From an optimization exercise on the open Yosys and OpenROAD flow, aimed at small area and a short achievable clock period; shortcuts taken in it are not production practice.
Function was checked by simulation only, so behaviour that the tests miss may differ from the original.
Power is estimated from default activity; no workload was simulated.

Setup of cedar:
## hdc1080_readings_to_ascii
module hdc1080_readings_to_ascii(
    i_clk, i_srst,
    i_display_temp, i_display_humid,
    i_hygro_op_mode, i_hygro_display_mode,
    o_txt_ascii_line1, o_txt_ascii_line2);
Size: about 1,600 cells after synthesis, about 290 I/O pins.
clock: 17.0 ns
lec_check: 0
abc_area: 1
cap_margin: 20
core_margin: 2
core_utilization: 40
slew_margin: 20
synth_hierarchical: 1
standard.sh (not shown) runs the stock make flow with config.mk's settings and CLKGATE_MAP_FILE= SYNTH_SCRIPT=/design/flow/synth_recipe.tcl, a recipe that flattens the netlist after the stock synthesis.
==> flow/flow/run.sh <==
#!/bin/bash
# Standard layout (standard.sh, with config.mk's settings) with these changes:
#  - synthesis is the standard flow's script with ABC mapping by flow/abc.script (dc2
#    restructuring, then area-oriented mapping twice), and adders are left to
#    ABC (no full/half adder cell extraction),
#  - ports are buffered with sky130_fd_sc_hd__buf_1,
#  - constant outputs share one tie cell per value,
#  - repair_timing aims for 12.65 ns of setup slack.
set -euo pipefail
W=$PWD
export FLOW_ABC_SCRIPT=$W/flow/abc.script
bash standard.sh SYNTH_SCRIPT=$W/flow/synth.tcl ADDER_MAP_FILE= \
  'BUFFER_PORTS_ARGS=-buffer_cell sky130_fd_sc_hd__buf_1' \
  SETUP_SLACK_MARGIN=12.65 SKIP_REPAIR_TIE_FANOUT=1 finish > standard_flow.log 2>&1
==> flow/flow/abc.script <==
strash
dc2
dch
map -B 0.9
strash
dch
map -B 0.9
topo
stime -c
buffer -c
upsize -c
dnsize -c
==> flow/flow/synth.tcl <==
# The standard flow's synthesis script (synth_recipe.tcl), with ABC run on this flow's own
# mapping script (flow/abc.script) in place of ORFS's.
proc synth {args} { yosys synth -nofsm -noshare {*}$args }
proc abc {args} {
  set i [lsearch -exact $args -script]
  if {$i >= 0} { lset args [expr {$i + 1}] $::env(FLOW_ABC_SCRIPT) }
  yosys abc {*}$args
}
source $::env(SCRIPTS_DIR)/synth.tcl
# left out here: clear keep_hierarchy, flatten, clean up, hide names made inside functions, write 1_2_yosys.v
--- input diff cedar..violet ---
==> flow/flow/run.sh <==
#!/bin/bash
# Standard layout (standard.sh, with config.mk's settings) with these changes:
#  - synthesis leaves adders to ABC (no full/half adder cell extraction),
#  - ports are buffered with sky130_fd_sc_hd__buf_1,
#  - constant outputs share one tie cell per value,
#  - repair_timing aims for 12.5 ns of setup slack.
set -euo pipefail
bash standard.sh ADDER_MAP_FILE= 'BUFFER_PORTS_ARGS=-buffer_cell sky130_fd_sc_hd__buf_1' SETUP_SLACK_MARGIN=12.5 SKIP_REPAIR_TIE_FANOUT=1 finish > standard_flow.log 2>&1
removed: flow/flow/abc.script
removed: flow/flow/synth.tcl
==> comparison <==
- cedar has a higher net switching power than violet.
- The run showing the smaller setup slack of the most critical reg-to-reg path is violet.
- Lower power among violet and cedar: violet
- violet vs. cedar: sequential cell area in the final layout saw a decrease; via count of the first global-routing pass grew by 3.2%; synthesis-to-layout area growth -4.2 points; hold slack rose 0.078 ns.
The inputs of lagoon differ from those of violet as listed below.
Settings: swapping 40 for 65 in CORE_UTILIZATION.
==> flow/flow/run.sh <==
#!/bin/bash
# Standard layout (standard.sh, with config.mk's settings) with these changes:
#  - synthesis is the standard flow's script with ABC mapping by flow/abc.script (dc2
#    restructuring, then area-oriented mapping twice), and adders are left to
#    ABC (no full/half adder cell extraction),
#  - ports are buffered with sky130_fd_sc_hd__buf_1,
#  - constant outputs share one tie cell per value,
#  - repair_timing aims for 12.5 ns of setup slack.
set -euo pipefail
W=$PWD
export FLOW_ABC_SCRIPT=$W/flow/abc.script
bash standard.sh SYNTH_SCRIPT=$W/flow/synth.tcl ADDER_MAP_FILE= \
  'BUFFER_PORTS_ARGS=-buffer_cell sky130_fd_sc_hd__buf_1' \
  SETUP_SLACK_MARGIN=12.5 SKIP_REPAIR_TIE_FANOUT=1 finish > standard_flow.log 2>&1
==> flow/flow/abc.script (new file) <==
strash
dc2
dch
map -B 0.9
strash
dch
map -B 0.9
topo
stime -c
buffer -c
upsize -c
dnsize -c
==> flow/flow/synth.tcl (new file) <==
# The standard flow's synthesis script (synth_recipe.tcl), with ABC run on this flow's own
# mapping script (flow/abc.script) in place of ORFS's.
proc synth {args} { yosys synth -nofsm -noshare {*}$args }
proc abc {args} {
  set i [lsearch -exact $args -script]
  if {$i >= 0} { lset args [expr {$i + 1}] $::env(FLOW_ABC_SCRIPT) }
  yosys abc {*}$args
}
source $::env(SCRIPTS_DIR)/synth.tcl
# left out here: clear keep_hierarchy, flatten, clean up, hide names made inside functions, write 1_2_yosys.v
- Compared with violet, in lagoon buffering overhead down 0.36 points; number of inserted filler cells in the final layout now smaller.
- Between lagoon and violet, worst hold slack is higher for violet, lagoon comes in under that.
- For the core outline area, lagoon came in 39% lower than violet did.
- lagoon against violet: count of clock buffers in the final design fell by 1; maximum vdd drop rose by 86%; die area fell by 37%.

== build 10 ==
hdc1080_readings_to_ascii, a different RTL version from the one above (not shown whole).
Size: about 290 I/O pins, about 9400 sq um of cells after synthesis.
export LEC_CHECK = 0
export ABC_AREA = 1
export CAP_MARGIN = 0
export CORE_MARGIN = 2
export CORE_UTILIZATION = 40
export SLEW_MARGIN = 0
export SYNTH_HIERARCHICAL = 1
create_clock -name core_clock -period 17.0 [get_ports {i_clk}]
==> flow/flow/run.sh <==
#!/bin/bash
# Standard layout (standard.sh, with config.mk's settings) with these changes:
#  - synthesis is the standard flow's script with ABC mapping by flow/abc.script (dc2
#    restructuring, then area-oriented mapping twice), and adders are left to
#    ABC (no full/half adder cell extraction),
#  - ports are buffered with sky130_fd_sc_hd__buf_1,
#  - constant outputs share one tie cell per value,
#  - repair_timing aims for 12.5 ns of setup slack.
set -euo pipefail
W=$PWD
export FLOW_ABC_SCRIPT=$W/flow/abc.script
bash standard.sh SYNTH_SCRIPT=$W/flow/synth.tcl ADDER_MAP_FILE= \
  'BUFFER_PORTS_ARGS=-buffer_cell sky130_fd_sc_hd__buf_1' \
  SETUP_SLACK_MARGIN=12.5 SKIP_REPAIR_TIE_FANOUT=1 finish > standard_flow.log 2>&1
==> flow/flow/abc.script <==
strash
dc2
dch
map -B 0.9
strash
dch
map -B 0.9
topo
stime -c
buffer -c
upsize -c
dnsize -c
==> flow/flow/synth.tcl <==
# The standard flow's synthesis script (synth_recipe.tcl), with ABC run on this flow's own
# mapping script (flow/abc.script) in place of ORFS's.
proc synth {args} { yosys synth -nofsm -noshare {*}$args }
proc abc {args} {
  set i [lsearch -exact $args -script]
  if {$i >= 0} { lset args [expr {$i + 1}] $::env(FLOW_ABC_SCRIPT) }
  yosys abc {*}$args
}
source $::env(SCRIPTS_DIR)/synth.tcl
# left out here: clear keep_hierarchy, flatten, clean up, hide names made inside functions, write 1_2_yosys.v
#### Input delta (build 38 over build 10)
- a change of CAP_MARGIN from 0 to 20
- a change of SLEW_MARGIN from 0 to 20
- a change of CORE_UTILIZATION from 40 to 65
==> flow/flow/run.sh <==
#!/bin/bash
# Standard layout (standard.sh, with config.mk's settings) with these changes:
#  - synthesis leaves adders to ABC (no full/half adder cell extraction),
#  - ports are buffered with sky130_fd_sc_hd__buf_1,
#  - constant outputs share one tie cell per value,
#  - repair_timing aims for 12.5 ns of setup slack.
set -euo pipefail
bash standard.sh ADDER_MAP_FILE= 'BUFFER_PORTS_ARGS=-buffer_cell sky130_fd_sc_hd__buf_1' SETUP_SLACK_MARGIN=12.5 SKIP_REPAIR_TIE_FANOUT=1 finish > standard_flow.log 2>&1
removed: flow/flow/abc.script
removed: flow/flow/synth.tcl
Findings:
Sequential fraction of total cell area delta for build 38 relative to build 10: 0.40 points higher. Build 10 tops out at a higher clock frequency than build 38. Cell total after placement (build 10 / build 38): 1.07. Detailed route wirelength on metal2, build 38 and build 10: lower on build 10. Of the two candidates, build 10 has the worse die area and build 38 the better one. Summary of build 38 over build 10: count of mapped cells out of synthesis went up; post-route cell area went down.
diff inputs: build 38 => build 92
==> flow/flow/run.sh <==
#!/bin/bash
# Standard layout (standard.sh, with config.mk's settings) with these changes:
#  - synthesis leaves adders to ABC (no full/half adder cell extraction),
#  - ports are buffered with sky130_fd_sc_hd__buf_1,
#  - constant outputs share one tie cell per value,
#  - the clock tree uses sky130_fd_sc_hd__clkbuf_8,
#  - repair_timing aims for 12.5 ns of setup slack.
set -euo pipefail
bash standard.sh ADDER_MAP_FILE= 'BUFFER_PORTS_ARGS=-buffer_cell sky130_fd_sc_hd__buf_1' SETUP_SLACK_MARGIN=12.5 SKIP_REPAIR_TIE_FANOUT=1 CTS_BUF_LIST=sky130_fd_sc_hd__clkbuf_8 finish > standard_flow.log 2>&1
==> comparison <==
- Build 92: maximum vdd ir drop about 1.8% above build 38
- Final worst-path setup slack delta (build 92 − build 38): unfavourable
- There was hardly any difference in worst slack on hold paths between build 38 and build 92.
- Lower final critical-path required period was reported by build 38, not build 92.
- The period utilization was comparable across build 38 and build 92.
- Delta (build 92 minus build 38): design area fell by about 0.8%; critical path's largest stage delay stayed essentially flat; total power draw fell by 4.4%.
Setup changes, build 92 to build 36
- CORE_UTILIZATION changed from 65 to 40
==> flow/flow/run.sh <==
#!/bin/bash
# Standard layout (standard.sh, with config.mk's settings) with these changes:
#  - synthesis is the standard flow's script with ABC mapping by flow/abc.script (area
#    recovery under a delay target), and adders are left to ABC (no full/half
#    adder cell extraction),
#  - ports are buffered with sky130_fd_sc_hd__buf_1,
#  - constant outputs share one tie cell per value,
#  - repair_timing aims for 12.5 ns of setup slack.
set -euo pipefail
W=$PWD
export FLOW_ABC_SCRIPT=$W/flow/abc.script
bash standard.sh SYNTH_SCRIPT=$W/flow/synth.tcl ADDER_MAP_FILE= \
  'BUFFER_PORTS_ARGS=-buffer_cell sky130_fd_sc_hd__buf_1' \
  SETUP_SLACK_MARGIN=12.5 SKIP_REPAIR_TIE_FANOUT=1 finish > standard_flow.log 2>&1
==> flow/flow/abc.script (new file) <==
strash
dch
map -D 3500
topo
stime -c
buffer -c
upsize -c
dnsize -c
==> flow/flow/synth.tcl (new file) <==
# The standard flow's synthesis script (synth_recipe.tcl), with ABC run on this flow's own
# mapping script (flow/abc.script) in place of ORFS's.
proc synth {args} { yosys synth -nofsm -noshare {*}$args }
proc abc {args} {
  set i [lsearch -exact $args -script]
  if {$i >= 0} { lset args [expr {$i + 1}] $::env(FLOW_ABC_SCRIPT) }
  yosys abc {*}$args
}
source $::env(SCRIPTS_DIR)/synth.tcl
# left out here: clear keep_hierarchy, flatten, clean up, hide names made inside functions, write 1_2_yosys.v
Results
Comparing critical path depth for build 36 and build 92, the smaller number came from build 92. Total standard cell area after synthesis in build 36 vs build 92: down 4.1%. Re share of the final layout cell area in sequential cells: build 36 and build 92 aren't equal, and the lower value belongs to build 36. Going from build 92 to build 36, multi-input combinational cell area grew by more than 10%. Looking at total vias in the final route across both flows, build 36 is the stronger of the two, with build 92 trailing. Build 36 ended with more routed wire length than build 92. Build 36 — worst slew slack as a fraction of its limit 27 points higher, build 92 as reference. Buffer levels on the longest clock path: build 92 vs build 36, no meaningful difference. Wire length of the first global-routing pass in build 36 is 690 um above build 92.

afterwards: timing with drivers on the ports:
No port has a modelled driver above. Below, the same layouts with a new extraction and two added sets of constraints. Step 1 sets driving cells, clkbuf_16 on the clock port and buf_2 on the other inputs (assumed; they add their load-dependent delay and slew). Step 2, shift: input delay + t, output delay - t, t = (earliest + latest rising clock arrival at the registers) / 2. This alone moves slack from input paths to output paths. Slacks: ideal ports / drivers / drivers and shift; pairs: ideal ports / drivers.
| run | t, ns | slack for setup (ns) | hold WS [ns] |
|---|---|---|---|
| cedar | 0.392 | 12.605 / 12.557 / 12.380 | 0.589 / 0.589 / 0.589 |
| violet | 0.403 | 12.573 / 12.525 / 12.213 | 0.667 / 0.667 / 0.667 |
| lagoon | 0.401 | 12.531 / 12.489 / 12.319 | 0.594 / 0.594 / 0.594 |
| build 10 | 0.401 | 12.576 / 12.528 / 12.289 | 0.616 / 0.616 / 0.616 |
| build 38 | 0.402 | 12.555 / 12.513 / 12.233 | 0.633 / 0.633 / 0.633 |
| build 92 | 0.425 | 12.536 / 12.497 / 12.219 | 0.633 / 0.633 / 0.633 |
| build 36 | 0.392 | 12.368 / 12.368 / 12.154 | 0.617 / 0.617 / 0.617 |
After both steps setup and hold are still met in every run listed. The setup slack of violet, which loses most, moves by -0.048 ns with the drivers and by -0.360 ns with both steps.
